What follows belongs to an exercise in optimizing a design on an open flow for small area, a short achievable clock period and few clock cycles per item; a production flow would make more cautious choices. Only simulation tests tie the RTL to the original design; equivalence was not proved. No activity file was given, so power comes from the tool's default toggle rates.

### flow/standard.sh
#!/bin/bash
# synth_recipe.tcl (not shown) runs the flow's synth.tcl, then flattens the netlist and writes it again
# the make line also repeats each setting of config.mk as NAME=value (left out here)
make -C /OpenROAD-flow-scripts/flow DESIGN_CONFIG=/design/flow/config.mk WORK_HOME=/design/flow/orfs CLKGATE_MAP_FILE= SYNTH_SCRIPT=/design/flow/synth_recipe.tcl "${@:-finish}"
### flow/constraint.sdc
create_clock -name core_clock -period 10.0 [get_ports {clk_i}]
set_input_delay 2.0000 -clock core_clock [delete_from_list [all_inputs] [get_ports {clk_i}]]
set_output_delay 2.0000 -clock core_clock [all_outputs]
set_load 0.01 [all_outputs]
### flow/config.mk
export PLATFORM = sky130hd
export DESIGN_NAME = fp_carpma
export DESIGN_NICKNAME = fp_carpma
export VERILOG_FILES = /design/flow/design.v
export SDC_FILE = /design/flow/constraint.sdc
export NUM_CORES = 4
export LEC_CHECK = 0
export ABC_AREA = 1
export CAP_MARGIN = 20
export CORE_MARGIN = 2
export CORE_UTILIZATION = 40
export SETUP_SLACK_MARGIN = 4.5
export SLEW_MARGIN = 20
### flow/design.v
module fp_carpma(
    input clk_i, rst_i, en_i,
    input [31:0] x1_i, x2_i,
    output [31:0] sonuc_o,
    output done_o
    );
  wire zero = ~|x1_i | ~|x2_i;
  wire [23:0] ma = {1'b1, x1_i[22:0]};
  wire [23:0] mb = {1'b1, x2_i[22:0]};
  reg [1:0] cnt_q;           
  reg [28:0] s_q, c_q;     
  reg cy_q;                  
  reg [7:0] e_q;
  reg sg_q;
  reg z_q;
  wire run = en_i & ~rst_i;
  wire hold = cnt_q[1];
  wire c0 = ~cnt_q[1] & ~cnt_q[0];
  wire c1 = cnt_q[0];
  wire [29:0] pa = {s_q, cy_q};
  wire [29:0] pb = {c_q, cy_q};
  wire [29:0] pg = pa & pb, pp = pa ^ pb;
  wire ag0_1 = pg[1] | (pp[1] & pg[0]);
  wire ap0_1 = pp[1] & pp[0];
  wire ag0_3 = pg[3] | (pp[3] & pg[2]);
  wire ap0_3 = pp[3] & pp[2];
  wire ag0_5 = pg[5] | (pp[5] & pg[4]);
  wire ap0_5 = pp[5] & pp[4];
  wire ag0_7 = pg[7] | (pp[7] & pg[6]);
  wire ap0_7 = pp[7] & pp[6];
  wire ag0_9 = pg[9] | (pp[9] & pg[8]);
  wire ap0_9 = pp[9] & pp[8];
  wire ag0_11 = pg[11] | (pp[11] & pg[10]);
  wire ap0_11 = pp[11] & pp[10];
  wire ag0_13 = pg[13] | (pp[13] & pg[12]);
  wire ap0_13 = pp[13] & pp[12];
  wire ag0_15 = pg[15] | (pp[15] & pg[14]);
  wire ap0_15 = pp[15] & pp[14];
  wire ag0_17 = pg[17] | (pp[17] & pg[16]);
  wire ap0_17 = pp[17] & pp[16];
  wire ag0_19 = pg[19] | (pp[19] & pg[18]);
  wire ap0_19 = pp[19] & pp[18];
  wire ag0_21 = pg[21] | (pp[21] & pg[20]);
  wire ap0_21 = pp[21] & pp[20];
  wire ag0_23 = pg[23] | (pp[23] & pg[22]);
  wire ap0_23 = pp[23] & pp[22];
  wire ag0_25 = pg[25] | (pp[25] & pg[24]);
  wire ap0_25 = pp[25] & pp[24];
  wire ag0_27 = pg[27] | (pp[27] & pg[26]);
  wire ap0_27 = pp[27] & pp[26];
  wire ag0_29 = pg[29] | (pp[29] & pg[28]);
  wire ap0_29 = pp[29] & pp[28];
  wire ag1_2 = pg[2] | (pp[2] & ag0_1);
  wire ap1_2 = pp[2] & ap0_1;
  wire ag1_3 = ag0_3 | (ap0_3 & ag0_1);
  wire ap1_3 = ap0_3 & ap0_1;
  wire ag1_6 = pg[6] | (pp[6] & ag0_5);
  wire ap1_6 = pp[6] & ap0_5;
  wire ag1_7 = ag0_7 | (ap0_7 & ag0_5);
  wire ap1_7 = ap0_7 & ap0_5;
  wire ag1_10 = pg[10] | (pp[10] & ag0_9);
  wire ap1_10 = pp[10] & ap0_9;
  wire ag1_11 = ag0_11 | (ap0_11 & ag0_9);
  wire ap1_11 = ap0_11 & ap0_9;
  wire ag1_14 = pg[14] | (pp[14] & ag0_13);
  wire ap1_14 = pp[14] & ap0_13;
  wire ag1_15 = ag0_15 | (ap0_15 & ag0_13);
  wire ap1_15 = ap0_15 & ap0_13;
  wire ag1_18 = pg[18] | (pp[18] & ag0_17);
  wire ap1_18 = pp[18] & ap0_17;
  wire ag1_19 = ag0_19 | (ap0_19 & ag0_17);
  wire ap1_19 = ap0_19 & ap0_17;
  wire ag1_22 = pg[22] | (pp[22] & ag0_21);
  wire ap1_22 = pp[22] & ap0_21;
  wire ag1_23 = ag0_23 | (ap0_23 & ag0_21);
  wire ap1_23 = ap0_23 & ap0_21;
  wire ag1_26 = pg[26] | (pp[26] & ag0_25);
  wire ap1_26 = pp[26] & ap0_25;
  wire ag1_27 = ag0_27 | (ap0_27 & ag0_25);
  wire ap1_27 = ap0_27 & ap0_25;
  wire ag2_4 = pg[4] | (pp[4] & ag1_3);
  wire ap2_4 = pp[4] & ap1_3;
  wire ag2_5 = ag0_5 | (ap0_5 & ag1_3);
  wire ap2_5 = ap0_5 & ap1_3;
  wire ag2_6 = ag1_6 | (ap1_6 & ag1_3);
  wire ap2_6 = ap1_6 & ap1_3;
  wire ag2_7 = ag1_7 | (ap1_7 & ag1_3);
  wire ap2_7 = ap1_7 & ap1_3;
  wire ag2_12 = pg[12] | (pp[12] & ag1_11);
  wire ap2_12 = pp[12] & ap1_11;
  wire ag2_13 = ag0_13 | (ap0_13 & ag1_11);
  wire ap2_13 = ap0_13 & ap1_11;
  wire ag2_14 = ag1_14 | (ap1_14 & ag1_11);
  wire ap2_14 = ap1_14 & ap1_11;
  wire ag2_15 = ag1_15 | (ap1_15 & ag1_11);
  wire ap2_15 = ap1_15 & ap1_11;
  wire ag2_20 = pg[20] | (pp[20] & ag1_19);
  wire ap2_20 = pp[20] & ap1_19;
  wire ag2_21 = ag0_21 | (ap0_21 & ag1_19);
  wire ap2_21 = ap0_21 & ap1_19;
  wire ag2_22 = ag1_22 | (ap1_22 & ag1_19);
  wire ap2_22 = ap1_22 & ap1_19;
  wire ag2_23 = ag1_23 | (ap1_23 & ag1_19);
  wire ap2_23 = ap1_23 & ap1_19;
  wire ag2_28 = pg[28] | (pp[28] & ag1_27);
  wire ap2_28 = pp[28] & ap1_27;
  wire ag2_29 = ag0_29 | (ap0_29 & ag1_27);
  wire ap2_29 = ap0_29 & ap1_27;
  wire ag3_8 = pg[8] | (pp[8] & ag2_7);
  wire ap3_8 = pp[8] & ap2_7;
  wire ag3_9 = ag0_9 | (ap0_9 & ag2_7);
  wire ap3_9 = ap0_9 & ap2_7;
  wire ag3_10 = ag1_10 | (ap1_10 & ag2_7);
  wire ap3_10 = ap1_10 & ap2_7;
  wire ag3_11 = ag1_11 | (ap1_11 & ag2_7);
  wire ap3_11 = ap1_11 & ap2_7;
  wire ag3_12 = ag2_12 | (ap2_12 & ag2_7);
  wire ap3_12 = ap2_12 & ap2_7;
  wire ag3_13 = ag2_13 | (ap2_13 & ag2_7);
  wire ap3_13 = ap2_13 & ap2_7;
  wire ag3_14 = ag2_14 | (ap2_14 & ag2_7);
  wire ap3_14 = ap2_14 & ap2_7;
  wire ag3_15 = ag2_15 | (ap2_15 & ag2_7);
  wire ap3_15 = ap2_15 & ap2_7;
  wire ag3_24 = pg[24] | (pp[24] & ag2_23);
  wire ap3_24 = pp[24] & ap2_23;
  wire ag3_25 = ag0_25 | (ap0_25 & ag2_23);
  wire ap3_25 = ap0_25 & ap2_23;
  wire ag3_26 = ag1_26 | (ap1_26 & ag2_23);
  wire ap3_26 = ap1_26 & ap2_23;
  wire ag3_27 = ag1_27 | (ap1_27 & ag2_23);
  wire ap3_27 = ap1_27 & ap2_23;
  wire ag3_28 = ag2_28 | (ap2_28 & ag2_23);
  wire ap3_28 = ap2_28 & ap2_23;
  wire ag3_29 = ag2_29 | (ap2_29 & ag2_23);
  wire ap3_29 = ap2_29 & ap2_23;
  wire ag4_16 = pg[16] | (pp[16] & ag3_15);
  wire ap4_16 = pp[16] & ap3_15;
  wire ag4_17 = ag0_17 | (ap0_17 & ag3_15);
  wire ap4_17 = ap0_17 & ap3_15;
  wire ag4_18 = ag1_18 | (ap1_18 & ag3_15);
  wire ap4_18 = ap1_18 & ap3_15;
  wire ag4_19 = ag1_19 | (ap1_19 & ag3_15);
  wire ap4_19 = ap1_19 & ap3_15;
  wire ag4_20 = ag2_20 | (ap2_20 & ag3_15);
  wire ap4_20 = ap2_20 & ap3_15;
  wire ag4_21 = ag2_21 | (ap2_21 & ag3_15);
  wire ap4_21 = ap2_21 & ap3_15;
  wire ag4_22 = ag2_22 | (ap2_22 & ag3_15);
  wire ap4_22 = ap2_22 & ap3_15;
  wire ag4_23 = ag2_23 | (ap2_23 & ag3_15);
  wire ap4_23 = ap2_23 & ap3_15;
  wire ag4_24 = ag3_24 | (ap3_24 & ag3_15);
  wire ap4_24 = ap3_24 & ap3_15;
  wire ag4_25 = ag3_25 | (ap3_25 & ag3_15);
  wire ap4_25 = ap3_25 & ap3_15;
  wire ag4_26 = ag3_26 | (ap3_26 & ag3_15);
  wire ap4_26 = ap3_26 & ap3_15;
  wire ag4_27 = ag3_27 | (ap3_27 & ag3_15);
  wire ap4_27 = ap3_27 & ap3_15;
  wire ag4_28 = ag3_28 | (ap3_28 & ag3_15);
  wire ap4_28 = ap3_28 & ap3_15;
  wire ag4_29 = ag3_29 | (ap3_29 & ag3_15);
  wire ap4_29 = ap3_29 & ap3_15;
  wire [29:0] sm = pp ^ {ag4_28, ag4_27, ag4_26, ag4_25, ag4_24, ag4_23, ag4_22, ag4_21, ag4_20, ag4_19, ag4_18, ag4_17, ag4_16, ag3_15, ag3_14, ag3_13, ag3_12, ag3_11, ag3_10, ag3_9, ag3_8, ag2_7, ag2_6, ag2_5, ag2_4, ag1_3, ag1_2, ag0_1, pg[0], 1'b0};
  wire [29:0] r1 = sm;
  wire [24:0] ra = r1[29:5];
  wire [36:0] rin = ({12'd0, ra} & {37{c1}}) | ({ra, 12'd0} & {37{hold}});
  wire [12:0] lx = {mb[11:0], 1'b0};
  wire [12:0] hx = {mb[23:12], 1'b0};
  wire [5:0] ng, one, two;
  wire q11 = (mb[11] & c0) | (mb[23] & c1);
  genvar g;
  generate for (g = 0; g < 6; g = g + 1) begin : bd
    wire l0 = lx[2*g], l1 = lx[2*g+1], l2 = lx[2*g+2];
    wire h0 = hx[2*g], h1 = hx[2*g+1], h2 = hx[2*g+2];
    assign ng[g] = (l2 & c0) | (h2 & c1);
    assign one[g] = ((l1 ^ l0) & c0) | ((h1 ^ h0) & c1);
    assign two[g] = (((l2 & ~l1 & ~l0) | (~l2 & l1 & l0)) & c0) |
                    (((h2 & ~h1 & ~h0) | (~h2 & h1 & h0)) & c1);
  end endgenerate
  wire [24:0] bp0 = (({1'b0, ma} & {25{one[0]}}) | ({ma, 1'b0} & {25{two[0]}})) ^ {25{ng[0]}};
  wire [24:0] bp1 = (({1'b0, ma} & {25{one[1]}}) | ({ma, 1'b0} & {25{two[1]}})) ^ {25{ng[1]}};
  wire [24:0] bp2 = (({1'b0, ma} & {25{one[2]}}) | ({ma, 1'b0} & {25{two[2]}})) ^ {25{ng[2]}};
  wire [24:0] bp3 = (({1'b0, ma} & {25{one[3]}}) | ({ma, 1'b0} & {25{two[3]}})) ^ {25{ng[3]}};
  wire [24:0] bp4 = (({1'b0, ma} & {25{one[4]}}) | ({ma, 1'b0} & {25{two[4]}})) ^ {25{ng[4]}};
  wire [24:0] bp5 = (({1'b0, ma} & {25{one[5]}}) | ({ma, 1'b0} & {25{two[5]}})) ^ {25{ng[5]}};
  wire [23:0] pr = ma & {24{q11}};
  wire fs0 = rin[1] ^ ng[0] ^ bp0[0];
  wire fc0 = (rin[1] & ng[0]) | (rin[1] & bp0[0]) | (ng[0] & bp0[0]);
  wire fs1 = rin[3] ^ ng[1] ^ bp0[2];
  wire fc1 = (rin[3] & ng[1]) | (rin[3] & bp0[2]) | (ng[1] & bp0[2]);
  wire fs2 = rin[4] ^ bp0[3] ^ bp1[1];
  wire fc2 = (rin[4] & bp0[3]) | (rin[4] & bp1[1]) | (bp0[3] & bp1[1]);
  wire fs3 = rin[5] ^ ng[2] ^ bp0[4];
  wire fc3 = (rin[5] & ng[2]) | (rin[5] & bp0[4]) | (ng[2] & bp0[4]);
  wire fs4 = rin[6] ^ bp0[5] ^ bp1[3];
  wire fc4 = (rin[6] & bp0[5]) | (rin[6] & bp1[3]) | (bp0[5] & bp1[3]);
  wire fs5 = rin[7] ^ ng[3] ^ bp0[6];
  wire fc5 = (rin[7] & ng[3]) | (rin[7] & bp0[6]) | (ng[3] & bp0[6]);
  wire fs6 = bp1[4] ^ bp2[2] ^ bp3[0];
  wire fc6 = (bp1[4] & bp2[2]) | (bp1[4] & bp3[0]) | (bp2[2] & bp3[0]);
  wire hs0 = rin[8] ^ bp0[7];
  wire hc0 = rin[8] & bp0[7];
  wire fs7 = rin[9] ^ ng[4] ^ bp0[8];
  wire fc7 = (rin[9] & ng[4]) | (rin[9] & bp0[8]) | (ng[4] & bp0[8]);
  wire hs1 = rin[10] ^ bp0[9];
  wire hc1 = rin[10] & bp0[9];
  wire fs8 = rin[11] ^ ng[5] ^ bp0[10];
  wire fc8 = (rin[11] & ng[5]) | (rin[11] & bp0[10]) | (ng[5] & bp0[10]);
  wire hs2 = bp1[8] ^ bp2[6];
  wire hc2 = bp1[8] & bp2[6];
  wire fs9 = rin[12] ^ bp0[11] ^ bp1[9];
  wire fc9 = (rin[12] & bp0[11]) | (rin[12] & bp1[9]) | (bp0[11] & bp1[9]);
  wire hs3 = bp2[7] ^ bp3[5];
  wire hc3 = bp2[7] & bp3[5];
  wire fs10 = rin[13] ^ pr[0] ^ bp0[12];
  wire fc10 = (rin[13] & pr[0]) | (rin[13] & bp0[12]) | (pr[0] & bp0[12]);
  wire fs11 = bp1[10] ^ bp2[8] ^ bp3[6];
  wire fc11 = (bp1[10] & bp2[8]) | (bp1[10] & bp3[6]) | (bp2[8] & bp3[6]);
  wire fs12 = rin[14] ^ pr[1] ^ bp0[13];
  wire fc12 = (rin[14] & pr[1]) | (rin[14] & bp0[13]) | (pr[1] & bp0[13]);
  wire fs13 = bp1[11] ^ bp2[9] ^ bp3[7];
  wire fc13 = (bp1[11] & bp2[9]) | (bp1[11] & bp3[7]) | (bp2[9] & bp3[7]);
  wire fs14 = rin[15] ^ pr[2] ^ bp0[14];
  wire fc14 = (rin[15] & pr[2]) | (rin[15] & bp0[14]) | (pr[2] & bp0[14]);
  wire fs15 = bp1[12] ^ bp2[10] ^ bp3[8];
  wire fc15 = (bp1[12] & bp2[10]) | (bp1[12] & bp3[8]) | (bp2[10] & bp3[8]);
  wire fs16 = rin[16] ^ pr[3] ^ bp0[15];
  wire fc16 = (rin[16] & pr[3]) | (rin[16] & bp0[15]) | (pr[3] & bp0[15]);
  wire fs17 = bp1[13] ^ bp2[11] ^ bp3[9];
  wire fc17 = (bp1[13] & bp2[11]) | (bp1[13] & bp3[9]) | (bp2[11] & bp3[9]);
  wire fs18 = rin[17] ^ pr[4] ^ bp0[16];
  wire fc18 = (rin[17] & pr[4]) | (rin[17] & bp0[16]) | (pr[4] & bp0[16]);
  wire fs19 = bp1[14] ^ bp2[12] ^ bp3[10];
  wire fc19 = (bp1[14] & bp2[12]) | (bp1[14] & bp3[10]) | (bp2[12] & bp3[10]);
  wire fs20 = rin[18] ^ pr[5] ^ bp0[17];
  wire fc20 = (rin[18] & pr[5]) | (rin[18] & bp0[17]) | (pr[5] & bp0[17]);
  wire fs21 = bp1[15] ^ bp2[13] ^ bp3[11];
  wire fc21 = (bp1[15] & bp2[13]) | (bp1[15] & bp3[11]) | (bp2[13] & bp3[11]);
  wire fs22 = rin[19] ^ pr[6] ^ bp0[18];
  wire fc22 = (rin[19] & pr[6]) | (rin[19] & bp0[18]) | (pr[6] & bp0[18]);
  wire fs23 = bp1[16] ^ bp2[14] ^ bp3[12];
  wire fc23 = (bp1[16] & bp2[14]) | (bp1[16] & bp3[12]) | (bp2[14] & bp3[12]);
  wire fs24 = rin[20] ^ pr[7] ^ bp0[19];
  wire fc24 = (rin[20] & pr[7]) | (rin[20] & bp0[19]) | (pr[7] & bp0[19]);
  wire fs25 = bp1[17] ^ bp2[15] ^ bp3[13];
  wire fc25 = (bp1[17] & bp2[15]) | (bp1[17] & bp3[13]) | (bp2[15] & bp3[13]);
  wire fs26 = rin[21] ^ pr[8] ^ bp0[20];
  wire fc26 = (rin[21] & pr[8]) | (rin[21] & bp0[20]) | (pr[8] & bp0[20]);
  wire fs27 = bp1[18] ^ bp2[16] ^ bp3[14];
  wire fc27 = (bp1[18] & bp2[16]) | (bp1[18] & bp3[14]) | (bp2[16] & bp3[14]);
  wire fs28 = rin[22] ^ pr[9] ^ bp0[21];
  wire fc28 = (rin[22] & pr[9]) | (rin[22] & bp0[21]) | (pr[9] & bp0[21]);
  wire fs29 = bp1[19] ^ bp2[17] ^ bp3[15];
  wire fc29 = (bp1[19] & bp2[17]) | (bp1[19] & bp3[15]) | (bp2[17] & bp3[15]);
  wire fs30 = rin[23] ^ pr[10] ^ bp0[22];
  wire fc30 = (rin[23] & pr[10]) | (rin[23] & bp0[22]) | (pr[10] & bp0[22]);
  wire fs31 = bp1[20] ^ bp2[18] ^ bp3[16];
  wire fc31 = (bp1[20] & bp2[18]) | (bp1[20] & bp3[16]) | (bp2[18] & bp3[16]);
  wire fs32 = rin[24] ^ pr[11] ^ bp0[23];
  wire fc32 = (rin[24] & pr[11]) | (rin[24] & bp0[23]) | (pr[11] & bp0[23]);
  wire fs33 = bp1[21] ^ bp2[19] ^ bp3[17];
  wire fc33 = (bp1[21] & bp2[19]) | (bp1[21] & bp3[17]) | (bp2[19] & bp3[17]);
  wire fs34 = rin[25] ^ pr[12] ^ bp0[24];
  wire fc34 = (rin[25] & pr[12]) | (rin[25] & bp0[24]) | (pr[12] & bp0[24]);
  wire fs35 = bp1[22] ^ bp2[20] ^ bp3[18];
  wire fc35 = (bp1[22] & bp2[20]) | (bp1[22] & bp3[18]) | (bp2[20] & bp3[18]);
  wire fs36 = 1'b1 ^ rin[26] ^ pr[13];
  wire fc36 = (1'b1 & rin[26]) | (1'b1 & pr[13]) | (rin[26] & pr[13]);
  wire fs37 = ~ng[0] ^ bp1[23] ^ bp2[21];
  wire fc37 = (~ng[0] & bp1[23]) | (~ng[0] & bp2[21]) | (bp1[23] & bp2[21]);
  wire hs4 = bp3[19] ^ bp4[17];
  wire hc4 = bp3[19] & bp4[17];
  wire fs38 = 1'b1 ^ rin[27] ^ pr[14];
  wire fc38 = (1'b1 & rin[27]) | (1'b1 & pr[14]) | (rin[27] & pr[14]);
  wire fs39 = bp1[24] ^ bp2[22] ^ bp3[20];
  wire fc39 = (bp1[24] & bp2[22]) | (bp1[24] & bp3[20]) | (bp2[22] & bp3[20]);
  wire hs5 = bp4[18] ^ bp5[16];
  wire hc5 = bp4[18] & bp5[16];
  wire fs40 = rin[28] ^ pr[15] ^ ~ng[1];
  wire fc40 = (rin[28] & pr[15]) | (rin[28] & ~ng[1]) | (pr[15] & ~ng[1]);
  wire fs41 = bp2[23] ^ bp3[21] ^ bp4[19];
  wire fc41 = (bp2[23] & bp3[21]) | (bp2[23] & bp4[19]) | (bp3[21] & bp4[19]);
  wire fs42 = 1'b1 ^ rin[29] ^ pr[16];
  wire fc42 = (1'b1 & rin[29]) | (1'b1 & pr[16]) | (rin[29] & pr[16]);
  wire hs6 = bp2[24] ^ bp3[22];
  wire hc6 = bp2[24] & bp3[22];
  wire fs43 = rin[30] ^ pr[17] ^ ~ng[2];
  wire fc43 = (rin[30] & pr[17]) | (rin[30] & ~ng[2]) | (pr[17] & ~ng[2]);
  wire hs7 = 1'b1 ^ rin[31];
  wire hc7 = 1'b1 & rin[31];
  wire fs44 = rin[2] ^ bp0[1] ^ fc0;
  wire fc44 = (rin[2] & bp0[1]) | (rin[2] & fc0) | (bp0[1] & fc0);
  wire fs45 = bp1[2] ^ bp2[0] ^ fc2;
  wire fc45 = (bp1[2] & bp2[0]) | (bp1[2] & fc2) | (bp2[0] & fc2);
  wire fs46 = bp2[1] ^ fc3 ^ fs4;
  wire fc46 = (bp2[1] & fc3) | (bp2[1] & fs4) | (fc3 & fs4);
  wire fs47 = fc4 ^ fs5 ^ fs6;
  wire fc47 = (fc4 & fs5) | (fc4 & fs6) | (fs5 & fs6);
  wire fs48 = bp1[5] ^ bp2[3] ^ bp3[1];
  wire fc48 = (bp1[5] & bp2[3]) | (bp1[5] & bp3[1]) | (bp2[3] & bp3[1]);
  wire hs8 = hs0 ^ fc5;
  wire hc8 = hs0 & fc5;
  wire fs49 = bp1[6] ^ bp2[4] ^ bp3[2];
  wire fc49 = (bp1[6] & bp2[4]) | (bp1[6] & bp3[2]) | (bp2[4] & bp3[2]);
  wire fs50 = bp4[0] ^ hc0 ^ fs7;
  wire fc50 = (bp4[0] & hc0) | (bp4[0] & fs7) | (hc0 & fs7);
  wire fs51 = bp1[7] ^ bp2[5] ^ bp3[3];
  wire fc51 = (bp1[7] & bp2[5]) | (bp1[7] & bp3[3]) | (bp2[5] & bp3[3]);
  wire fs52 = bp4[1] ^ hs1 ^ fc7;
  wire fc52 = (bp4[1] & hs1) | (bp4[1] & fc7) | (hs1 & fc7);
  wire fs53 = bp3[4] ^ bp4[2] ^ bp5[0];
  wire fc53 = (bp3[4] & bp4[2]) | (bp3[4] & bp5[0]) | (bp4[2] & bp5[0]);
  wire fs54 = hc1 ^ hs2 ^ fs8;
  wire fc54 = (hc1 & hs2) | (hc1 & fs8) | (hs2 & fs8);
  wire fs55 = bp4[3] ^ bp5[1] ^ hc2;
  wire fc55 = (bp4[3] & bp5[1]) | (bp4[3] & hc2) | (bp5[1] & hc2);
  wire fs56 = hs3 ^ fc8 ^ fs9;
  wire fc56 = (hs3 & fc8) | (hs3 & fs9) | (fc8 & fs9);
  wire fs57 = bp4[4] ^ bp5[2] ^ hc3;
  wire fc57 = (bp4[4] & bp5[2]) | (bp4[4] & hc3) | (bp5[2] & hc3);
  wire fs58 = fc9 ^ fs10 ^ fs11;
  wire fc58 = (fc9 & fs10) | (fc9 & fs11) | (fs10 & fs11);
  wire fs59 = bp4[5] ^ bp5[3] ^ fc10;
  wire fc59 = (bp4[5] & bp5[3]) | (bp4[5] & fc10) | (bp5[3] & fc10);
  wire fs60 = fc11 ^ fs12 ^ fs13;
  wire fc60 = (fc11 & fs12) | (fc11 & fs13) | (fs12 & fs13);
  wire fs61 = bp4[6] ^ bp5[4] ^ fc12;
  wire fc61 = (bp4[6] & bp5[4]) | (bp4[6] & fc12) | (bp5[4] & fc12);
  wire fs62 = fc13 ^ fs14 ^ fs15;
  wire fc62 = (fc13 & fs14) | (fc13 & fs15) | (fs14 & fs15);
  wire fs63 = bp4[7] ^ bp5[5] ^ fc14;
  wire fc63 = (bp4[7] & bp5[5]) | (bp4[7] & fc14) | (bp5[5] & fc14);
  wire fs64 = fc15 ^ fs16 ^ fs17;
  wire fc64 = (fc15 & fs16) | (fc15 & fs17) | (fs16 & fs17);
  wire fs65 = bp4[8] ^ bp5[6] ^ fc16;
  wire fc65 = (bp4[8] & bp5[6]) | (bp4[8] & fc16) | (bp5[6] & fc16);
  wire fs66 = fc17 ^ fs18 ^ fs19;
  wire fc66 = (fc17 & fs18) | (fc17 & fs19) | (fs18 & fs19);
  wire fs67 = bp4[9] ^ bp5[7] ^ fc18;
  wire fc67 = (bp4[9] & bp5[7]) | (bp4[9] & fc18) | (bp5[7] & fc18);
  wire fs68 = fc19 ^ fs20 ^ fs21;
  wire fc68 = (fc19 & fs20) | (fc19 & fs21) | (fs20 & fs21);
  wire fs69 = bp4[10] ^ bp5[8] ^ fc20;
  wire fc69 = (bp4[10] & bp5[8]) | (bp4[10] & fc20) | (bp5[8] & fc20);
  wire fs70 = fc21 ^ fs22 ^ fs23;
  wire fc70 = (fc21 & fs22) | (fc21 & fs23) | (fs22 & fs23);
  wire fs71 = bp4[11] ^ bp5[9] ^ fc22;
  wire fc71 = (bp4[11] & bp5[9]) | (bp4[11] & fc22) | (bp5[9] & fc22);
  wire fs72 = fc23 ^ fs24 ^ fs25;
  wire fc72 = (fc23 & fs24) | (fc23 & fs25) | (fs24 & fs25);
  wire fs73 = bp4[12] ^ bp5[10] ^ fc24;
  wire fc73 = (bp4[12] & bp5[10]) | (bp4[12] & fc24) | (bp5[10] & fc24);
  wire fs74 = fc25 ^ fs26 ^ fs27;
  wire fc74 = (fc25 & fs26) | (fc25 & fs27) | (fs26 & fs27);
  wire fs75 = bp4[13] ^ bp5[11] ^ fc26;
  wire fc75 = (bp4[13] & bp5[11]) | (bp4[13] & fc26) | (bp5[11] & fc26);
  wire fs76 = fc27 ^ fs28 ^ fs29;
  wire fc76 = (fc27 & fs28) | (fc27 & fs29) | (fs28 & fs29);
  wire fs77 = bp4[14] ^ bp5[12] ^ fc28;
  wire fc77 = (bp4[14] & bp5[12]) | (bp4[14] & fc28) | (bp5[12] & fc28);
  wire fs78 = fc29 ^ fs30 ^ fs31;
  wire fc78 = (fc29 & fs30) | (fc29 & fs31) | (fs30 & fs31);
  wire fs79 = bp4[15] ^ bp5[13] ^ fc30;
  wire fc79 = (bp4[15] & bp5[13]) | (bp4[15] & fc30) | (bp5[13] & fc30);
  wire fs80 = fc31 ^ fs32 ^ fs33;
  wire fc80 = (fc31 & fs32) | (fc31 & fs33) | (fs32 & fs33);
  wire fs81 = bp4[16] ^ bp5[14] ^ fc32;
  wire fc81 = (bp4[16] & bp5[14]) | (bp4[16] & fc32) | (bp5[14] & fc32);
  wire fs82 = fc33 ^ fs34 ^ fs35;
  wire fc82 = (fc33 & fs34) | (fc33 & fs35) | (fs34 & fs35);
  wire fs83 = bp5[15] ^ fs36 ^ hs4;
  wire fc83 = (bp5[15] & fs36) | (bp5[15] & hs4) | (fs36 & hs4);
  wire fs84 = fc34 ^ fc35 ^ fs37;
  wire fc84 = (fc34 & fc35) | (fc34 & fs37) | (fc35 & fs37);
  wire fs85 = fc36 ^ hc4 ^ fs38;
  wire fc85 = (fc36 & hc4) | (fc36 & fs38) | (hc4 & fs38);
  wire fs86 = hs5 ^ fc37 ^ fs39;
  wire fc86 = (hs5 & fc37) | (hs5 & fs39) | (fc37 & fs39);
  wire fs87 = bp5[17] ^ fc38 ^ hc5;
  wire fc87 = (bp5[17] & fc38) | (bp5[17] & hc5) | (fc38 & hc5);
  wire fs88 = fs40 ^ fc39 ^ fs41;
  wire fc88 = (fs40 & fc39) | (fs40 & fs41) | (fc39 & fs41);
  wire fs89 = bp4[20] ^ bp5[18] ^ fc40;
  wire fc89 = (bp4[20] & bp5[18]) | (bp4[20] & fc40) | (bp5[18] & fc40);
  wire fs90 = fs42 ^ hs6 ^ fc41;
  wire fc90 = (fs42 & hs6) | (fs42 & fc41) | (hs6 & fc41);
  wire fs91 = bp3[23] ^ bp4[21] ^ bp5[19];
  wire fc91 = (bp3[23] & bp4[21]) | (bp3[23] & bp5[19]) | (bp4[21] & bp5[19]);
  wire fs92 = fc42 ^ hc6 ^ fs43;
  wire fc92 = (fc42 & hc6) | (fc42 & fs43) | (hc6 & fs43);
  wire fs93 = hs7 ^ pr[18] ^ bp3[24];
  wire fc93 = (hs7 & pr[18]) | (hs7 & bp3[24]) | (pr[18] & bp3[24]);
  wire fs94 = bp4[22] ^ bp5[20] ^ fc43;
  wire fc94 = (bp4[22] & bp5[20]) | (bp4[22] & fc43) | (bp5[20] & fc43);
  wire fs95 = rin[32] ^ hc7 ^ pr[19];
  wire fc95 = (rin[32] & hc7) | (rin[32] & pr[19]) | (hc7 & pr[19]);
  wire fs96 = ~ng[3] ^ bp4[23] ^ bp5[21];
  wire fc96 = (~ng[3] & bp4[23]) | (~ng[3] & bp5[21]) | (bp4[23] & bp5[21]);
  wire fs97 = 1'b1 ^ rin[33] ^ pr[20];
  wire fc97 = (1'b1 & rin[33]) | (1'b1 & pr[20]) | (rin[33] & pr[20]);
  wire hs9 = bp4[24] ^ bp5[22];
  wire hc9 = bp4[24] & bp5[22];
  wire fs98 = rin[34] ^ pr[21] ^ ~ng[4];
  wire fc98 = (rin[34] & pr[21]) | (rin[34] & ~ng[4]) | (pr[21] & ~ng[4]);
  wire hs10 = 1'b1 ^ rin[35];
  wire hc10 = 1'b1 & rin[35];
  wire fs99 = bp1[0] ^ fs1 ^ fc44;
  wire fc99 = (bp1[0] & fs1) | (bp1[0] & fc44) | (fs1 & fc44);
  wire hs11 = fc6 ^ fs48;
  wire hc11 = fc6 & fs48;
  wire fs100 = fc48 ^ fs49 ^ hc8;
  wire fc100 = (fc48 & fs49) | (fc48 & hc8) | (fs49 & hc8);
  wire fs101 = fc49 ^ fs51 ^ fc50;
  wire fc101 = (fc49 & fs51) | (fc49 & fc50) | (fs51 & fc50);
  wire fs102 = fc51 ^ fs53 ^ fc52;
  wire fc102 = (fc51 & fs53) | (fc51 & fc52) | (fs53 & fc52);
  wire fs103 = fc53 ^ fs55 ^ fc54;
  wire fc103 = (fc53 & fs55) | (fc53 & fc54) | (fs55 & fc54);
  wire fs104 = fc55 ^ fs57 ^ fc56;
  wire fc104 = (fc55 & fs57) | (fc55 & fc56) | (fs57 & fc56);
  wire fs105 = fc57 ^ fc58 ^ fs59;
  wire fc105 = (fc57 & fc58) | (fc57 & fs59) | (fc58 & fs59);
  wire fs106 = fc59 ^ fc60 ^ fs61;
  wire fc106 = (fc59 & fc60) | (fc59 & fs61) | (fc60 & fs61);
  wire fs107 = fc61 ^ fc62 ^ fs63;
  wire fc107 = (fc61 & fc62) | (fc61 & fs63) | (fc62 & fs63);
  wire fs108 = fc63 ^ fc64 ^ fs65;
  wire fc108 = (fc63 & fc64) | (fc63 & fs65) | (fc64 & fs65);
  wire fs109 = fc65 ^ fc66 ^ fs67;
  wire fc109 = (fc65 & fc66) | (fc65 & fs67) | (fc66 & fs67);
  wire fs110 = fc67 ^ fc68 ^ fs69;
  wire fc110 = (fc67 & fc68) | (fc67 & fs69) | (fc68 & fs69);
  wire fs111 = fc69 ^ fc70 ^ fs71;
  wire fc111 = (fc69 & fc70) | (fc69 & fs71) | (fc70 & fs71);
  wire fs112 = fc71 ^ fc72 ^ fs73;
  wire fc112 = (fc71 & fc72) | (fc71 & fs73) | (fc72 & fs73);
  wire fs113 = fc73 ^ fc74 ^ fs75;
  wire fc113 = (fc73 & fc74) | (fc73 & fs75) | (fc74 & fs75);
  wire fs114 = fc75 ^ fc76 ^ fs77;
  wire fc114 = (fc75 & fc76) | (fc75 & fs77) | (fc76 & fs77);
  wire fs115 = fc77 ^ fc78 ^ fs79;
  wire fc115 = (fc77 & fc78) | (fc77 & fs79) | (fc78 & fs79);
  wire fs116 = fc79 ^ fc80 ^ fs81;
  wire fc116 = (fc79 & fc80) | (fc79 & fs81) | (fc80 & fs81);
  wire fs117 = fs83 ^ fc81 ^ fc82;
  wire fc117 = (fs83 & fc81) | (fs83 & fc82) | (fc81 & fc82);
  wire fs118 = fc83 ^ fs85 ^ fc84;
  wire fc118 = (fc83 & fs85) | (fc83 & fc84) | (fs85 & fc84);
  wire fs119 = fc85 ^ fs87 ^ fc86;
  wire fc119 = (fc85 & fs87) | (fc85 & fc86) | (fs87 & fc86);
  wire fs120 = fc87 ^ fs89 ^ fc88;
  wire fc120 = (fc87 & fs89) | (fc87 & fc88) | (fs89 & fc88);
  wire fs121 = fs91 ^ fc89 ^ fs92;
  wire fc121 = (fs91 & fc89) | (fs91 & fs92) | (fc89 & fs92);
  wire fs122 = fc91 ^ fs93 ^ fc92;
  wire fc122 = (fc91 & fs93) | (fc91 & fc92) | (fs93 & fc92);
  wire fs123 = fs95 ^ fc93 ^ fs96;
  wire fc123 = (fs95 & fc93) | (fs95 & fs96) | (fc93 & fs96);
  wire fs124 = fc95 ^ fs97 ^ hs9;
  wire fc124 = (fc95 & fs97) | (fc95 & hs9) | (fs97 & hs9);
  wire fs125 = bp5[23] ^ fc97 ^ hc9;
  wire fc125 = (bp5[23] & fc97) | (bp5[23] & hc9) | (fc97 & hc9);
  wire fs126 = hs10 ^ pr[22] ^ bp5[24];
  wire fc126 = (hs10 & pr[22]) | (hs10 & bp5[24]) | (pr[22] & bp5[24]);
  wire fs127 = rin[36] ^ hc10 ^ pr[23];
  wire fc127 = (rin[36] & hc10) | (rin[36] & pr[23]) | (hc10 & pr[23]);
  wire fs128 = fc1 ^ fs2 ^ fc99;
  wire fc128 = (fc1 & fs2) | (fc1 & fc99) | (fs2 & fc99);
  wire hs12 = fs3 ^ fs45;
  wire hc12 = fs3 & fs45;
  wire hs13 = fc45 ^ fs46;
  wire hc13 = fc45 & fs46;
  wire hs14 = fc46 ^ fs47;
  wire hc14 = fc46 & fs47;
  wire fs129 = hs8 ^ hs11 ^ fc47;
  wire fc129 = (hs8 & hs11) | (hs8 & fc47) | (hs11 & fc47);
  wire fs130 = hc11 ^ fs50 ^ fs100;
  wire fc130 = (hc11 & fs50) | (hc11 & fs100) | (fs50 & fs100);
  wire fs131 = fs52 ^ fc100 ^ fs101;
  wire fc131 = (fs52 & fc100) | (fs52 & fs101) | (fc100 & fs101);
  wire fs132 = fs54 ^ fc101 ^ fs102;
  wire fc132 = (fs54 & fc101) | (fs54 & fs102) | (fc101 & fs102);
  wire fs133 = fs56 ^ fc102 ^ fs103;
  wire fc133 = (fs56 & fc102) | (fs56 & fs103) | (fc102 & fs103);
  wire fs134 = fs58 ^ fc103 ^ fs104;
  wire fc134 = (fs58 & fc103) | (fs58 & fs104) | (fc103 & fs104);
  wire fs135 = fs60 ^ fc104 ^ fs105;
  wire fc135 = (fs60 & fc104) | (fs60 & fs105) | (fc104 & fs105);
  wire fs136 = fs62 ^ fc105 ^ fs106;
  wire fc136 = (fs62 & fc105) | (fs62 & fs106) | (fc105 & fs106);
  wire fs137 = fs64 ^ fc106 ^ fs107;
  wire fc137 = (fs64 & fc106) | (fs64 & fs107) | (fc106 & fs107);
  wire fs138 = fs66 ^ fc107 ^ fs108;
  wire fc138 = (fs66 & fc107) | (fs66 & fs108) | (fc107 & fs108);
  wire fs139 = fs68 ^ fc108 ^ fs109;
  wire fc139 = (fs68 & fc108) | (fs68 & fs109) | (fc108 & fs109);
  wire fs140 = fs70 ^ fc109 ^ fs110;
  wire fc140 = (fs70 & fc109) | (fs70 & fs110) | (fc109 & fs110);
  wire fs141 = fs72 ^ fc110 ^ fs111;
  wire fc141 = (fs72 & fc110) | (fs72 & fs111) | (fc110 & fs111);
  wire fs142 = fs74 ^ fc111 ^ fs112;
  wire fc142 = (fs74 & fc111) | (fs74 & fs112) | (fc111 & fs112);
  wire fs143 = fs76 ^ fc112 ^ fs113;
  wire fc143 = (fs76 & fc112) | (fs76 & fs113) | (fc112 & fs113);
  wire fs144 = fs78 ^ fc113 ^ fs114;
  wire fc144 = (fs78 & fc113) | (fs78 & fs114) | (fc113 & fs114);
  wire fs145 = fs80 ^ fc114 ^ fs115;
  wire fc145 = (fs80 & fc114) | (fs80 & fs115) | (fc114 & fs115);
  wire fs146 = fs82 ^ fc115 ^ fs116;
  wire fc146 = (fs82 & fc115) | (fs82 & fs116) | (fc115 & fs116);
  wire fs147 = fs84 ^ fc116 ^ fs117;
  wire fc147 = (fs84 & fc116) | (fs84 & fs117) | (fc116 & fs117);
  wire fs148 = fs86 ^ fc117 ^ fs118;
  wire fc148 = (fs86 & fc117) | (fs86 & fs118) | (fc117 & fs118);
  wire fs149 = fs88 ^ fc118 ^ fs119;
  wire fc149 = (fs88 & fc118) | (fs88 & fs119) | (fc118 & fs119);
  wire fs150 = fs90 ^ fc119 ^ fs120;
  wire fc150 = (fs90 & fc119) | (fs90 & fs120) | (fc119 & fs120);
  wire fs151 = fc90 ^ fs121 ^ fc120;
  wire fc151 = (fc90 & fs121) | (fc90 & fc120) | (fs121 & fc120);
  wire fs152 = fs94 ^ fc121 ^ fs122;
  wire fc152 = (fs94 & fc121) | (fs94 & fs122) | (fc121 & fs122);
  wire fs153 = fc94 ^ fs123 ^ fc122;
  wire fc153 = (fc94 & fs123) | (fc94 & fc122) | (fs123 & fc122);
  wire fs154 = fc96 ^ fs124 ^ fc123;
  wire fc154 = (fc96 & fs124) | (fc96 & fc123) | (fs124 & fc123);
  wire fs155 = fs98 ^ fc124 ^ fs125;
  wire fc155 = (fs98 & fc124) | (fs98 & fs125) | (fc124 & fs125);
  wire fs156 = fc98 ^ fs126 ^ fc125;
  wire fc156 = (fc98 & fs126) | (fc98 & fc125) | (fs126 & fc125);
  wire fs157 = ~ng[5] ^ fs127 ^ fc126;
  wire fc157 = (~ng[5] & fs127) | (~ng[5] & fc126) | (fs127 & fc126);
  wire [36:0] ts = {fs157, fc155, fs155, fs154, fc152, fs152, fc150, fc149, fc148, fc147, fc146, fc145, fc144, fc143, fc142, fc141, fc140, fc139, fc138, fc137, fc136, fc135, fc134, fc133, fc132, fc131, fc130, fc129, hc14, hc13, hc12, hs12, fs128, fs99, fs44, fs0, rin[0]};
  wire [36:0] tc = {fc156, fs156, fc154, fc153, fs153, fc151, fs151, fs150, fs149, fs148, fs147, fs146, fs145, fs144, fs143, fs142, fs141, fs140, fs139, fs138, fs137, fs136, fs135, fs134, fs133, fs132, fs131, fs130, fs129, hs14, hs13, fc128, 1'b0, 1'b0, 1'b0, 1'b0, 1'b0};
  wire [8:0] lo_sum = ts[7:0] + tc[7:0];
  always @(posedge clk_i) begin
    cnt_q <= run ? (hold ? cnt_q : cnt_q + 2'd1) : 2'd0;
    s_q <= ts[36:8];
    c_q <= tc[36:8];
    cy_q <= lo_sum[8];
    e_q <= x1_i[30:23] + x2_i[30:23] + 8'd129;
    sg_q <= x1_i[31] ^ x2_i[31];
    z_q <= zero;
  end
  wire [22:0] man = ra[24] ? ra[23:1] : ra[22:0];
  wire [7:0] e_inc = e_q + 8'd1;
  wire [7:0] e = ra[24] ? e_inc : e_q;
  assign sonuc_o = {sg_q, e, man} & {32{~z_q}};
  assign done_o = hold;
endmodule
### flow/flow/run.sh
#!/bin/bash
set -uo pipefail
export BUFFER_PORTS_ARGS="-buffer_cell sky130_fd_sc_hd__buf_1"
export SYNTH_ARGS="-noabc"
bash standard.sh > flow.log 2>&1
==> results of run 1 <==
-- worst register-to-register path: stages, from the launching register on --
cell	delay (ps)
dfxtp_1	530
inv_1	690
ha_1	520
nand2_1	130
nand2_2	70
buf_4	470
inv_1	500
nor2_1	260
fa_1	470
fa_1	480
fa_1	550
fa_1	410
-- cell usage in the layout (no fill, tap or decap), drive strengths merged, types with 28 or more instances in the layout --
cell / n
o21ai: 38
o22ai: 142
a21oi: 50
fa: 151
ha: 65
dfxtp: 71
nand2: 207
xor2: 161
inv: 152
buf: 109
nor2: 92
nand3: 28
-- cell families after synthesis --
| group | count (synthesis) | synth area share (%) |
|---|---|---|
| and+or+nand+nor | 363 | 14.6 |
| AOI/OAI and AO/OA | 243 | 13.7 |
| buffers and inverters | 232 | 8.70 |
| adders and majority gates | 216 | 35.8 |
| xor gates and xnor gates | 172 | 14.0 |
| DFF | 71 | 13.2 |
-- flip-flops by register name, indices dropped and copies added (netlist names) --
name   count
c_q       29
cnt_q      2
cy_q       1
e_q        8
s_q       29
sg_q       1
z_q        1
-- layout make-up --
cell class	instances	area, sq um	share of cell area, %
timing repair inverter	2	15.0	0.129
clock buffer	10	229	1.97
sequential	71	1420	12.2
timing repair buffer	109	447	3.83
clock inverter	6	109	0.934
inverter	155	589	5.06
multi-input combinational	994	8420	72.3
tap	335	419	3.60
-- where the power goes --
| part | switching [uW] | internal, uW |
|---|---|---|
| logic | 2510 | 1420 |
| clock network | 131 | 243 |
| registers | 55.9 | 479 |
-- metal layers --
metal  wire (um)  up-vias  share of wire, %
li1            -     4333                 -
met1       14500     4500                45
met2       14600      421                45
met3        2630       49               8.1
met4         753        0               2.3
met5           0        -                 0
-- stage by stage --
stage	setup slack [ps]	utilization (%)	power, uW
finish	4600	44.5	4840
global route	4490	44.5	5370
CTS	4590	44.3	4860
detailed placement	4220	43.0	4450
global placement	4320	43.0	4350
floorplan	5030	-	3250
-- cell usage after synthesis (3+ instances only) --
master	number	area [sq um]
a21oi_1	45	225
a21oi_2	4	35.0
buf_1	4	15.0
buf_2	23	115
buf_6	4	45.0
clkbuf_1	45	169
dfxtp_1	71	1420
fa_1	151	3020
ha_1	65	813
inv_1	148	556
inv_2	6	22.5
nand2_1	193	724
nand2_2	9	56.3
nand2_4	5	56.3
nand3_1	27	135
nand3b_1	4	30.0
nand4_1	8	50.1
nor2_1	88	330
nor2_2	3	18.8
nor3_1	9	45.0
nor4_1	13	81.3
o211ai_1	4	30.0
o21ai_0	28	140
o21ai_1	10	50.1
o22ai_1	140	876
xnor2_1	11	96.3
xor2_1	161	1410
-- final timing paths --
check                 from        to  slack, ps  depth (start not counted)
setup reg to reg  cnt_q[1]   c_q[18]       4780                         11
hold / removal    cnt_q[0]  cnt_q[0]        790                          2
hold reg to reg   cnt_q[0]  cnt_q[0]        790                          2
setup / recovery   x2_i[3]   c_q[14]       4600                         12
-- repair_timing --
item,4_1_cts,5_1_grt
buffers inserted,0,2
hold buffers,0,0
resized for setup,0,6
setup endpoints to repair,0,38
==> impl_metrics.json, run 1 <==
{
  "status": "finished clean",
  "synth_cells": 1297,
  "hold_class": "register to register",
  "slowest_stage": "fa_1",
  "hold-worst-slack_ps": 787,
  "leakage_uw": 0.00546,
  "path_buf_inv": 3,
  "cpLargestDelayFamily": "adder cells",
  "tns_ps": 0,
  "max_cap_violations": 0,
  "critical_path_arrival_ps": 5630,
  "cts_root_buffer": "clkbuf_16",
  "area_growth_pct": 8.61,
  "grt_pass1_vias": 9004,
  "async_flop_share_pct": 0,
  "fin_crit_sh_pct": 54.0,
  "drt_wl_total_um": 32500,
  "start_util_pct": 40.9,
  "power_density_nw_per_um2": 415,
  "relSlewSlack_pct": 36.9,
  "cp_common_cell": "fa_1",
  "final.min_clock_period_ps": 5400,
  "critical_path.startpoint_type": "input port",
  "dieHeight_um": 168,
  "drive_above_1_share_pct": 5.12,
  "ir_drop_v": 0.000190,
  "finClkSkew_ps": 8.16,
  "crit_path_end_kind": "register",
  "dr.pass1.iters": 5,
  "clockBufferDepth": 2,
  "busiest_layer": "met2",
  "ys_types": 42,
  "syn_area_sq_um": 10700,
  "num_rows": 59,
  "hold_violations": 0,
  "drcViolationCount": 0,
  "final_cell_count_no_fill": 1682,
  "finalSetupViolations": 0,
  "max_freq_ghz": 0.185,
  "cp_cell_sequence": "buf_1, inv_1, nor3_1, o21ai_0, nand2_1, clkinvlp_4, o22ai_1, xor2_1, fa_1, fa_1, fa_1, fa_1",
  "die_area_sq_um": 28100,
  "track_usage_pct": 23.0,
  "cts.sinks": 71,
  "antenna_cells": 0,
  "grt_use_met2_pct": 35.7,
  "die_width_um": 168,
  "placedInstanceArea_sq_um": 11300,
  "grt_pass1_wl_um": 50400,
  "cp_data_required_time_ps": 10230,
  "gp_congestion": 0.931,
  "port_buffers": 99,
  "core_area_sq_um": 26200,
  "pin_count": 100,
  "clk_latency_ps": 360,
  "clkTransAtPathRegs_ps": 60,
  "avgSynthCellArea_sq_um": 8.27,
  "synth_edf_count": 0,
  "worst_slew_pin_slew_ps": 941,
  "crit_fanout": 11,
  "ys_seq_area_share_pct": 13.2,
  "dp_cells": 1662,
  "nets": 1625,
  "crit_type": "input port to register",
  "grt_antenna_before_repair": 0,
  "cts_tree": "built",
  "max_stage_delay_ps": 540,
  "dr.first_iter.drc_count": 822,
  "cts-htree-levels": 3,
  "drtAntennaViolNets": 0,
  "vias": 9303,
  "grt_overflow_total": 0,
  "ys.warnings.count": 1,
  "drv_slew": 0,
  "dp_hpwl_um": 24700,
  "rsz0062_at_grt": "yes",
  "grt_max_degree": 37,
  "synth_nets": 1580,
  "grt_util_met3_pct": 4.37,
  "ys_ff_latch": 71,
  "final_area_sq_um": 11700,
  "use_met1_pct": 32.9,
  "synthFlopType": "dfxtp_1",
  "n_fill_cell": 2585,
  "drt-wirelength-per-cell_um": 19.3,
  "cts_buffers": 9,
  "vias_per_cell": 5.53
}
Testbench counts, summed over its fixed seeds: cycles 7,192, items 2,400.
==> inputs of run 2 (changes only) <==
--- a/flow/config.mk
+++ b/flow/config.mk
@@ -9,5 +9,5 @@
 export CAP_MARGIN = 20
 export CORE_MARGIN = 2
 export CORE_UTILIZATION = 40
-export SETUP_SLACK_MARGIN = 4.5
+export SETUP_SLACK_MARGIN = 5
 export SLEW_MARGIN = 20
==> run 2 against run 1 <==
Against the previous run: still clean; synthesized area unchanged; fmax rose by 9.1%; total power grew 4.8%; clock power hardly changed; non-clock buffer count grew 44; via count up 4.4%; clock skew decreased by 0.54 ps; critical endpoint is now cy_q.
==> impl_metrics.json, run 2 <==
{
  "power_density_nw_per_um2": 399,
  "num_rows": 59,
  "holdPathStages": 2,
  "status": "finished clean",
  "area_growth_pct": 18.4,
  "worst_slew_pin_slew_ps": 937,
  "critical_path_arrival_ps": 5180,
  "dr.first_iter.drc_count": 802,
  "muxShareOfSynthArea_pct": 0,
  "crit_path_end_kind": "register",
  "ys_types": 42,
  "grt_pass1_wl_um": 52600,
  "drive_above_1_share_pct": 16.9,
  "dp_hpwl_um": 24700,
  "cts.sinks": 71,
  "synth_nets": 1580,
  "syn_area_sq_um": 10700,
  "finClkSkew_ps": 7.62,
  "pin_count": 100,
  "critical_path.startpoint_type": "input port",
  "register_area_sq_um": 1420,
  "synth_cells": 1297,
  "multi_input_area_sq_um": 8920,
  "rr_worst_depth": 15,
  "final_area_sq_um": 12700,
  "leakage_uw": 0.00581,
  "cts_tree": "built",
  "nets": 1677,
  "hold_class": "register to register",
  "fin_crit_sh_pct": 49.5,
  "gp_congestion": 0.931,
  "max_cap_violations": 0,
  "max_stage_delay_ps": 590,
  "track_usage_pct": 24.2,
  "async_flop_share_pct": 0,
  "holdBufCountCts": 0,
  "grt_max_degree": 37,
  "synth_common_cells": "nand2_1 (193), xor2_1 (161), fa_1 (151)",
  "crit_type": "input port to register",
  "ys_seq_area_share_pct": 13.2,
  "ir_drop_v": 0.000190,
  "drv_slew": 0,
  "max_freq_ghz": 0.202,
  "crit_fanout": 5,
  "drt-met1-wl_um": 14700,
  "clk_latency_ps": 350,
  "n_fill_cell": 2482,
  "cts-htree-levels": 3,
  "wl_met3_um": 3230,
  "core_area_sq_um": 26200,
  "relSlewSlack_pct": 37.2,
  "drt_wl_total_um": 34700,
  "dieHeight_um": 168,
  "synthFlopType": "dfxtp_1",
  "port_buffers": 99,
  "grt_overflow_total": 0,
  "final.min_clock_period_ps": 4950,
  "vias": 9712,
  "synth_top_family_by_area": "adder cells",
  "yosysMostFrequentCell": "nand2_1",
  "cts_buffers": 9,
  "rsz0062_at_grt": "yes",
  "final_common_cell": "nand2_1",
  "synth_top_area_cell": "fa_1",
  "avgSynthCellArea_sq_um": 8.27,
  "cp_data_required_time_ps": 10230,
  "path_buf_inv": 5,
  "cts_root_buffer": "clkbuf_16",
  "hold_violations": 0,
  "synthTopCellsByArea": "fa_1 (28%), dfxtp_1 (13%), xor2_1 (13%)",
  "synthAdderAreaFrac_pct": 35.8,
  "synth_edf_count": 0,
  "finalSetupViolations": 0,
  "drtAntennaViolNets": 0,
  "vias_per_cell": 5.60,
  "grt_pass1_vias": 9324,
  "antenna_cells": 0,
  "power_uw": 5070,
  "dp_cells": 1662,
  "ys_ff_latch": 71,
  "met2_length_um": 15600,
  "clkTransAtPathRegs_ps": 60,
  "drt-wirelength-per-cell_um": 20.0,
  "synth_xor_area_share_pct": 14.0,
  "reg.largest.list": "c_q (29), s_q (29), e_q (8)",
  "yosys.area_share.simple_pct": 14.6,
  "start_util_pct": 40.9,
  "ys.warnings.count": 1,
  "cp_cell_sequence": "buf_4, inv_2, nor2_1, o21ai_1, nand2_2, buf_12, clkinvlp_4, buf_6, o22ai_4, xor2_2, fa_1, fa_1, ha_1, ha_1, and3_1, nand2_1, nand2_1",
  "cpLargestDelayFamily": "adder cells",
  "grt_antenna_before_repair": 0,
  "slowest_stage": "fa_1",
  "most-common-layout-cells": "nand2_1 (184), xor2_1 (153), inv_1 (132), fa_1 (128), o22ai_1 (107)",
  "crit_cells": 17,
  "placedInstanceArea_sq_um": 11300,
  "clockBufferDepth": 2,
  "tns_ps": 0,
  "final_cell_count_no_fill": 1734,
  "die_width_um": 168,
  "synth_compound_area_share_pct": 13.7,
  "drcViolationCount": 0,
  "routed.top_layer": "met4",
  "synth_top_area_share_pct": 28.2,
  "dr.pass1.iters": 5,
  "die_area_sq_um": 28100
}
[run 2: cell counts after synthesis]
No cell type changed its count.
[run 2: stage by stage]
step	setup WS [ps]	hold slack (ps)	utilization, %
floorplan	5030	594	-
global placement	4320	826	43.0
detailed placement	4220	858	43.0
CTS	4980	903	46.2
global route	4930	879	48.5
finish	5050	803	48.5
[run 2: path summary, 6_finish.rpt]
| check | start | to | slack (ps) |
|---|---|---|---|
| max | x2_i[3] | cy_q | 5050 |
| min | cnt_q[0] | cnt_q[0] | 800 |
| min reg2reg | cnt_q[0] | cnt_q[0] | 800 |
| max reg2reg | c_q[6] | c_q[5] | 5250 |
[run 2: timing repair]
action / CTS / global route
setup buffers: 27 / 19
gates cloned: 9 / 1
resized for setup: 65 / 108
pin swaps: 16 / 49
setup endpoints to repair: 44 / 63
[run 2: logic make-up after synthesis]
| logic type | after synthesis |
|---|---|
| DFF | 71 |
| adders and majority gates | 216 |
| AOI/OAI and AO/OA | 243 |
| and+or+nand+nor | 363 |
| xor gates and xnor gates | 172 |
| buffers and inverters | 232 |
[run 2: power breakdown]
part	internal [uW]	leakage, uW	switching [uW]
Sequential	479	0.000598	56.3
Combinational	1540	0.00504	2630
Clock	243	0.000166	129
[run 2: final cells by class]
class | count | share of cell area, %
multi-input cells | 995 | 70.2
flip-flops and latches | 71 | 11.2
repair buffers | 153 | 7.18
inverters | 155 | 4.98
well taps | 335 | 3.30
clock buffers | 10 | 1.80
clock inverters | 6 | 0.857
repair inverters | 9 | 0.532
[run 2: routing by layer]
layer  up-vias  track usage, %
li1       4435               -
met1      4659            33.9
met2       538            37.6
met3        80            4.72
met4         0            7.83
met5         -               0
[run 2: worst register-to-register path, stage by stage (launching register included)]
cell and delay [ps]:
dfxtp_1 340, ha_1 350, nand2_1 100, inv_1 50
a21oi_2 170, nand2_4 120, nand2_2 100, nand2_4 120
fa_2 390, xor2_1 180, inv_1 150, o21ai_0 590
fa_1 540, fa_1 440, fa_2 570, fa_1 410
==> inputs of run 3 (changes only) <==
--- a/flow/config.mk
+++ b/flow/config.mk
@@ -9,5 +9,5 @@
 export CAP_MARGIN = 20
 export CORE_MARGIN = 2
 export CORE_UTILIZATION = 40
-export SETUP_SLACK_MARGIN = 5
+export SETUP_SLACK_MARGIN = 4.9
 export SLEW_MARGIN = 20
==> run 3 against run 2 <==
Against the previous run: still clean; count of clock-buffer cells in the layout is the same; fmax shrank 2.1%; clock power is essentially flat; via count shrank 1.3%; critical endpoint is now c_q[14]; largest power group unchanged.
==> impl_metrics.json, run 3 <==
{
  "status": "finished clean",
  "rsz0062_at_grt": "yes",
  "clockBufferDepth": 2,
  "rr_worst_depth": 15,
  "vias_per_cell": 5.58,
  "nets": 1661,
  "ys_seq_area_share_pct": 13.2,
  "synthFlopType": "dfxtp_1",
  "relSlewSlack_pct": 38.0,
  "n_fill_cell": 2525,
  "max_stage_delay_ps": 540,
  "synth_top_area_cell": "fa_1",
  "rr_endpoint": "c_q[5]",
  "die_area_sq_um": 28100,
  "power_uw": 4950,
  "port_buffers": 99,
  "critical_path_arrival_ps": 5290,
  "area_growth_pct": 14.6,
  "synth_top_area_share_pct": 28.2,
  "critical_path.startpoint_type": "input port",
  "crit_path_end_kind": "register",
  "worst_slew_pin_slew_ps": 924,
  "syn_area_sq_um": 10700,
  "hold_class": "register to register",
  "core_area_sq_um": 26200,
  "grt_pass1_wl_um": 51900,
  "cts-htree-levels": 3,
  "final_common_cell": "nand2_1",
  "register_area_sq_um": 1420,
  "final_area_sq_um": 12300,
  "drive_above_1_share_pct": 12.8,
  "cp_common_cell": "fa_1",
  "num_rows": 59,
  "tns_ps": 0,
  "muxShareOfSynthArea_pct": 0,
  "drt-wirelength-per-cell_um": 19.9,
  "dr.pass1.iters": 6,
  "synth_xor_area_share_pct": 14.0,
  "grt_antenna_before_repair": 0,
  "pin_count": 100,
  "drtAntennaViolNets": 0,
  "ir_drop_v": 0.000191,
  "placedInstanceArea_sq_um": 11300,
  "grt_max_degree": 37,
  "finalSetupViolations": 0,
  "gp_congestion": 0.931,
  "final.min_clock_period_ps": 5060,
  "drcViolationCount": 0,
  "grt_pass1_vias": 9309,
  "cts.sinks": 71,
  "die_width_um": 168,
  "synth_nets": 1580,
  "dieHeight_um": 168,
  "cpLargestDelayFamily": "adder cells",
  "ys_ff_latch": 71,
  "min_from": "cnt_q[0]",
  "yosys.area_share.simple_pct": 14.6,
  "antenna_cells": 0,
  "vias": 9587,
  "drv_slew": 0,
  "clkTransAtPathRegs_ps": 60,
  "max_freq_ghz": 0.198,
  "slowest_stage": "fa_1",
  "cts_tree": "built",
  "leakage_uw": 0.00567,
  "cts_buffers": 9,
  "cts_root_buffer": "clkbuf_16",
  "dr.first_iter.drc_count": 881,
  "async_flop_share_pct": 0,
  "r2r_start": "c_q[6]",
  "min_to": "cnt_q[0]",
  "track_usage_pct": 23.8,
  "synthTopCellsByArea": "fa_1 (28%), dfxtp_1 (13%), xor2_1 (13%)",
  "finClkSkew_ps": 8.94,
  "path_buf_inv": 3,
  "max_cap_violations": 0,
  "power_density_nw_per_um2": 403,
  "finish.utilization_pct": 46.9,
  "crit_type": "input port to register",
  "most-common-layout-cells": "nand2_1 (185), xor2_1 (156), fa_1 (140), inv_1 (135), o22ai_1 (118)",
  "reg2reg_slack_ps": 5250,
  "hold_violations": 0,
  "synthAdderAreaFrac_pct": 35.8,
  "synth_cells": 1297,
  "grt_overflow_total": 0,
  "holdBufCountCts": 0,
  "multi_input_area_sq_um": 8700,
  "reg.largest.list": "c_q (29), s_q (29), e_q (8)",
  "yosysMostFrequentCell": "nand2_1",
  "clk_latency_ps": 360,
  "drt_wl_total_um": 34200,
  "avgSynthCellArea_sq_um": 8.27,
  "synth_common_cells": "nand2_1 (193), xor2_1 (161), fa_1 (151)",
  "fin_crit_sh_pct": 50.6,
  "holdPathStages": 2,
  "cp_data_required_time_ps": 10230,
  "synth_edf_count": 0,
  "ys_types": 42,
  "crit_fanout": 5,
  "ys.warnings.count": 1,
  "start_util_pct": 40.9,
  "cp_cell_sequence": "clkbuf_2, inv_2, nor2_2, a21oi_1, o211ai_1, nand2_2, clkinvlp_4, o22ai_1, xor2_1, fa_1, fa_1, fa_1, fa_1",
  "synth_compound_area_share_pct": 13.7,
  "dp_hpwl_um": 24700,
  "synth_top_family_by_area": "adder cells"
}
## run 3: worst max path at each step
stage / start / end / slack (ps) / cells after the start
6_report: x2_i[15] / c_q[14] / 4940 / 13
4_1_cts: x2_i[15] / c_q[16] / 4870 / 12
3_3_place_gp: x2_i[13] / c_q[5] / 4320 / 10
5_1_grt: x2_i[12] / c_q[6] / 4880 / 11
3_5_place_dp: x2_i[13] / c_q[6] / 4220 / 10
2_1_floorplan: x2_i[5] / c_q[20] / 5030 / 12
## run 3: stage by stage
step / setup slack (ps) / hold slack [ps] / std cells
after detailed placement: 4220 / 858 / 1662
after global placement: 4320 / 826 / 1662
after CTS: 4870 / 877 / 1706
after floorplan: 5030 / 594 / 1297
final: 4940 / 802 / 1718
after global routing: 4880 / 868 / 1718
## run 3: power breakdown
group          switching [uW]  internal, uW  leakage [uW]
registers                56.4           479      0.000598
logic                    2560          1480       0.00490
clock network             131           243      0.000166
total                    2750          2200       0.00567
## run 3: final cells by class
| class | instances | area share [%] |
|---|---|---|
| Clock inverter | 6 | 0.886 |
| Multi-Input combinational cell | 994 | 70.8 |
| Tap cell | 335 | 3.41 |
| Inverter | 155 | 5.11 |
| Timing Repair Buffer | 137 | 5.79 |
| Clock buffer | 10 | 1.86 |
| Sequential cell | 71 | 11.6 |
| Timing Repair inverter | 10 | 0.590 |
## run 3: logic make-up after synthesis
group,after synthesis
and+or+nand+nor,363
AOI/OAI and AO/OA,243
buffers and inverters,232
adders and majority gates,216
xor gates and xnor gates,172
DFF,71
## run 3: what timing repair did
action | in CTS | in global routing
pin swaps | 4 | 18
setup buffers | 21 | 9
setup endpoints to repair | 43 | 51
gates resized for setup | 26 | 77
gates cloned | 7 | 3
## run 3: layer usage
metal | share of wire, % | GRT usage, % | vias up | wire length (um)
met4 | 3.6 | 7.52 | 0 | 1220
li1 | - | - | 4400 | -
met3 | 9.1 | 5.31 | 98 | 3130
met2 | 44 | 36.8 | 513 | 15100
met1 | 43 | 33.3 | 4576 | 14700
met5 | 0 | 0 | - | 0
## run 3: worst reg2reg max path: stages, from the launching register on
cell     delay, ps
dfxtp_1        340
ha_1           340
nand2_1         90
inv_1           50
a21oi_2        140
nand2_2        160
nand2_2        120
nand2_4        120
fa_2           370
xor2_1         180
inv_1          150
o21ai_0        600
fa_1           540
fa_1           440
fa_1           560
fa_1           420
==> inputs of run 4 (changes only) <==
--- a/flow/config.mk
+++ b/flow/config.mk
@@ -9,5 +9,5 @@
 export CAP_MARGIN = 20
 export CORE_MARGIN = 2
 export CORE_UTILIZATION = 40
-export SETUP_SLACK_MARGIN = 4.9
+export SETUP_SLACK_MARGIN = 4.75
 export SLEW_MARGIN = 20
==> run 4 against run 3 <==
Against the previous run: via count fell by 0.43%; synthesized cell count did not move; sequential cell count did not move; non-clock buffer count fell by 7; routed wire length fell by 0.34%; largest power group unchanged; utilization fell by 1.0 points; die area did not move; largest cell class unchanged; first-iteration DRC count rose by 9.1%; register-to-register slack got worse by 260 ps; sequential share of layout area rose by 0.25 points; combinational power fell by 1%; sequential power barely moved; highest routed layer unchanged; still clean.
==> impl_metrics.json, run 4 <==
{
  "drive_above_1_share_pct": 9.53,
  "final_common_cell": "nand2_1",
  "port_buffers": 99,
  "tns_ps": 0,
  "max_freq_ghz": 0.192,
  "min_from": "cnt_q[1]",
  "num_rows": 59,
  "ys_types": 42,
  "die_area_sq_um": 28100,
  "finClkSkew_ps": 8.69,
  "cp_data_required_time_ps": 10240,
  "crit_path_end_kind": "register",
  "clk_latency_ps": 360,
  "fin_crit_sh_pct": 52.0,
  "area_growth_pct": 12.0,
  "pwr-share-comb_pct": 81.5,
  "dp_hpwl_um": 24700,
  "holdBufCountCts": 0,
  "start_util_pct": 40.9,
  "track_usage_pct": 23.3,
  "finalSetupViolations": 0,
  "synth_top_area_share_pct": 28.2,
  "reg.largest.list": "c_q (29), s_q (29), e_q (8)",
  "drtAntennaViolNets": 0,
  "gp_congestion": 0.931,
  "placedInstanceArea_sq_um": 11300,
  "p_int_uw": 2170,
  "ys.warnings.count": 1,
  "grt_pass1_vias": 9072,
  "synth_cells": 1297,
  "r2r_start": "cnt_q[0]",
  "dieHeight_um": 168,
  "cts-htree-levels": 3,
  "cts.sinks": 71,
  "cts_root_buffer": "clkbuf_16",
  "synth_top_area_cell": "fa_1",
  "final_area_sq_um": 12000,
  "crit_fanout": 4,
  "seqPwrFrac_pct": 10.9,
  "vias": 9546,
  "clockBufferDepth": 2,
  "status": "finished clean",
  "antenna_cells": 0,
  "cts_buffers": 9,
  "synth_nets": 1580,
  "drv_slew": 0,
  "worst_slew_pin_slew_ps": 1010,
  "grt_overflow_total": 0,
  "power_density_nw_per_um2": 409,
  "clkTransAtPathRegs_ps": 60,
  "drt-wirelength-per-cell_um": 19.9,
  "startpoint": "x2_i[5]",
  "ys_seq_area_share_pct": 13.2,
  "grt_max_degree": 37,
  "dr.pass1.iters": 5,
  "ys_ff_latch": 71,
  "relSlewSlack_pct": 32.0,
  "synth_edf_count": 0,
  "most-common-layout-cells": "nand2_1 (187), xor2_1 (159), fa_1 (147), inv_1 (135), o22ai_1 (132)",
  "die_width_um": 168,
  "drt_wl_total_um": 34100,
  "nets": 1653,
  "pin_count": 100,
  "switchingPower_uw": 2740,
  "syn_area_sq_um": 10700,
  "core_area_sq_um": 26200,
  "synthFlopType": "dfxtp_1",
  "dr.first_iter.drc_count": 961,
  "synthTopCellsByArea": "fa_1 (28%), dfxtp_1 (13%), xor2_1 (13%)",
  "cts_tree": "built",
  "synth_common_cells": "nand2_1 (193), xor2_1 (161), fa_1 (151)"
}
-- run 4: changes by cell type in the layout (fill, tap and decap cells not counted), moves of 3 or more --
cell / previous run / this run
o22ai_1: 118 / 132
o22ai_2: 18 / 6
xor2_2: 5 / 2
buf_4: 34 / 29
clkbuf_2: 11 / 4
fa_1: 140 / 147
buf_1: 88 / 95
xor2_1: 156 / 159
fa_2: 11 / 4
-- run 4: path summary, 6_finish.rpt --
check	endpoint	depth (start not counted)
hold / removal	cnt_q[0]	2
hold reg to reg	cnt_q[0]	2
setup reg to reg	c_q[20]	12
setup / recovery	cy_q	16
-- run 4: worst max-delay path, stage by stage --
cell and delay [ps]:
buf_1 190, inv_2 100, nor3_1 130, o21ai_0 130, nand2_2 260, clkinvlp_4 240, buf_4 180, o22ai_1 150
xor2_1 220, fa_1 490, fa_1 470, ha_1 290, ha_1 290, and3_1 170, nand2_1 60, nand2_1 60
-- run 4: through the flow --
stage	power (uW)	hold WS [ps]	std cells	setup slack (ps)	utilization (%)
6_report	4910	899	1710	4800	45.9
5_1_grt	5430	973	1710	4730	45.9
4_1_cts	4860	877	1684	4750	44.6
3_5_place_dp	4450	858	1662	4220	43.0
3_3_place_gp	4350	826	1662	4320	43.0
2_1_floorplan	3250	594	1297	5030	-
-- run 4: cell families (layout without fill, tap and decap cells) --
kind of cell / Yosys count / count (layout) / share of synthesized area (%)
simple gates: 363 / 363 / 14.6
xor+xnor: 172 / 172 / 14.0
fa+ha+maj: 216 / 216 / 35.8
buf+inv: 232 / 310 / 8.70
flops: 71 / 71 / 13.2
compound gates: 243 / 243 / 13.7
-- run 4: power groups by stage --
stage | logic [uW] | registers [uW] | clock network, uW
global placement | 3810 | 540 | 0
detailed placement | 3910 | 542 | 0
finish | 4000 | 535 | 375
CTS | 3950 | 537 | 379
floorplan | 2720 | 522 | 0
global route | 4490 | 546 | 392
-- run 4: layout make-up --
type	instances	area, sq um
multi-input combinational	994	8520
sequential	71	1420
fill	2555	14200
clock buffer	10	229
timing repair inverter	9	67.6
timing repair buffer	130	634
inverter	155	621
clock inverter	6	109
tap	335	419
-- run 4: timing repair --
action / in CTS / in global routing
setup endpoints to repair: 34 / 43
gates resized for setup: 9 / 44
cloned: 3 / 6
pin swaps: 0 / 9
setup buffers: 3 / 20
-- run 4: per-layer routing --
metal / global-route usage (%) / part of all wire, % / up-vias / wire, um
met2: 36.2 / 45 / 498 / 15200
li1: - / - / 4390 / -
met5: 0 / 0 / - / 0
met3: 4.56 / 8.9 / 77 / 3020
met1: 33.1 / 43 / 4581 / 14800
met4: 6.73 / 3.0 / 0 / 1010
